This design comes from an exercise in tuning for small area and a short achievable clock period on the open sky130 flow, not from production work.
The RTL was checked by simulation tests, not by an equivalence proof against the original design.

Setup of violet:
Design conv2d, start of the top module:
module conv2d #(  parameter DATA_WIDTH = 8,  parameter KERNEL_WIDTH = 8,  parameter IMG_WIDTH = 32,  parameter OUT_WIDTH = 21) (
    input  wire                    CLK,
    input  wire                    RST,
    input  wire                    data_valid_in,
    input  wire [DATA_WIDTH-1:0]   data_in,
    input  wire                    load_kernel,
    input  wire [KERNEL_WIDTH-1:0] kernel,
    output wire [OUT_WIDTH-1:0]    data_out,
    output wire                    valid_out,
    output reg                     load_kernel_done);
Size in the first run: ~1300 flip-flops, roughly 73000 sq um of cells after synthesis.
Settings: LEC_CHECK=0, CAP_MARGIN=20, CELL_PAD_IN_SITES_DETAIL_PLACEMENT=1, CELL_PAD_IN_SITES_GLOBAL_PLACEMENT=1, CORE_MARGIN=2, CORE_UTILIZATION=40, CTS_BUF_LIST=sky130_fd_sc_hd__clkbuf_8, CTS_CLUSTER_DIAMETER=60, CTS_CLUSTER_SIZE=20, SLEW_MARGIN=20; clock period 35.0 ns.
standard.sh (not shown) runs the stock make flow with config.mk's settings and CLKGATE_MAP_FILE= SYNTH_SCRIPT=/design/flow/synth_recipe.tcl, a recipe that flattens the netlist after the stock synthesis.
==> flow/flow/run.sh <==
#!/bin/bash
# Own layout flow: the standard ORFS flow (standard.sh), with these changes.
#  2. Repair steps aim for extra setup slack (SETUP_SLACK_MARGIN, from
#     flow/margin.txt), so that the resizer also works on paths that
#     already meet the 35 ns clock.  Gate cloning is off, so that each input
#     port keeps driving its one input buffer only.
#  3. Port buffers are inserted as buf_1; the resizer sizes them up where
#     timing needs it.
# Every tool's output goes to own_flow.log in this folder and to orfs/logs.
set -euo pipefail
W=$(pwd)
bash flow/mksynth.sh synth_recipe.tcl "$W/flow/abc.script" > own_synth.tcl
MARGIN=$(cat flow/margin.txt)
bash standard.sh SYNTH_SCRIPT="$W/own_synth.tcl" SETUP_SLACK_MARGIN="$MARGIN" \
    SKIP_GATE_CLONING=1 BUFFER_PORTS_ARGS="-buffer_cell sky130_fd_sc_hd__buf_1" finish \
    > own_flow.log 2>&1
==> flow/flow/abc.script <==
&get -n
&st
&nf
&put
==> flow/flow/margin.txt <==
20.7
==> flow/flow/mksynth.sh <==
#!/bin/bash
# usage: mksynth.sh synth_recipe.tcl ABC_SCRIPT > own_synth.tcl
# synth_recipe.tcl with -noabc added to every "synth" call and the final ABC
# mapping run with ABC_SCRIPT instead of ORFS's abc_speed/abc_area script.
sed '1s/.*/proc synth {args} { yosys synth -nofsm -noshare -noabc {*}$args }/' "$1" | {
  IFS= read -r first; printf '%s\n' "$first"
  cat <<EOT
proc abc {args} {
  set i [lsearch -exact \$args -script]
  if {\$i >= 0} { set args [lreplace \$args [expr {\$i + 1}] [expr {\$i + 1}] {$2}] }
  yosys abc {*}\$args
}
EOT
  cat; }
Here is what was changed in the inputs of indigo compared with violet.
--- a/flow/design.v
+++ b/flow/design.v
@@ -17,21 +17,23 @@
     input  wire [KERNEL_WIDTH-1:0] kernel,
     output wire [OUT_WIDTH-1:0]    data_out,
     output wire                    valid_out,
     output reg                     load_kernel_done);
 localparam NTAP = 4*IMG_WIDTH + 5;        
 localparam PW   = DATA_WIDTH*NTAP;
 localparam KW   = KERNEL_WIDTH*25;
 reg [KW-1:0] kr;
 reg [4:0]    counter_load;
-wire         k_we = load_kernel & (counter_load < 5'd25);
+integer      w;
 always @(posedge CLK)
-    if (k_we) kr <= {kr[KW-KERNEL_WIDTH-1:0], kernel};
+    for (w = 0; w < 25; w = w + 1)
+        if (load_kernel && counter_load == w)
+            kr[KERNEL_WIDTH*(24-w) +: KERNEL_WIDTH] <= kernel;
 always @(posedge CLK or negedge RST)
     if (!RST) counter_load <= 5'd0;
     else if (load_kernel) counter_load <= counter_load + 5'd1;
 always @(posedge CLK or negedge RST)
     if (!RST) load_kernel_done <= 1'b0;
     else if (counter_load == 5'd25) load_kernel_done <= 1'b1;
 wire [DATA_WIDTH-1:0] DI = data_in;
 reg [PW-1:0] pv;
 always @(posedge CLK)
--- outcome ---
indigo went all the way through synthesis, placement and routing and the layout is clean on timing, DRC and antenna.
Compared with violet, indigo shows a global-route wire length before repair that is 6.4% higher.
| slack of the worst reg-to-reg path | indigo vs violet | worse |
As far as non-clock buffer share of cell area is concerned, violet and indigo perform about the same.
Re non-clock buffer count: violet was lower than indigo.
Between violet and indigo, the number of diodes added for antenna fixing is higher for indigo.
Compare violet and indigo | worst slack at placement higher: indigo
Area after synthesis (indigo over violet): increase, 0.39%
Between violet and indigo, the difference in post-synthesis mux area share is negligible.
Of indigo and violet, it is indigo that has the lower sequential share of layout area.
Looking at violet and indigo, the synthesis-to-finish area growth is a wash.
indigo vs. violet: number of standard-cell rows in the floorplan neither gained nor lost much.

-- what the ideal ports hide --
Ports are ideal in the flow. The routed layouts listed here were re-timed in OpenROAD.
Step 1 sets driving cells, clkbuf_16 on the clock port and buf_2 on the other inputs (assumed; they add their load-dependent delay and slew).
Step 2 adds t to the input delays and takes it off the output delays; t is the mean of the earliest and latest rising clock arrival at the registers after step 1. Input paths then give back, and output paths get back, about the clock's delay inside the block.
Three values: ideal, step 1, step 2; two values: the first two.
run | t, ns | setup slack, ns | clock arrival spread, ns
violet | 0.997 | 20.633 / 20.591 / 20.591 | 0.067 / 0.066
indigo | 1.017 | 20.613 / 20.574 / 20.574 | 0.105 / 0.106
After both steps every run listed still meets setup and hold. The setup slack of violet, which loses most, moves by -0.042 ns with the drivers and by -0.042 ns with both steps.
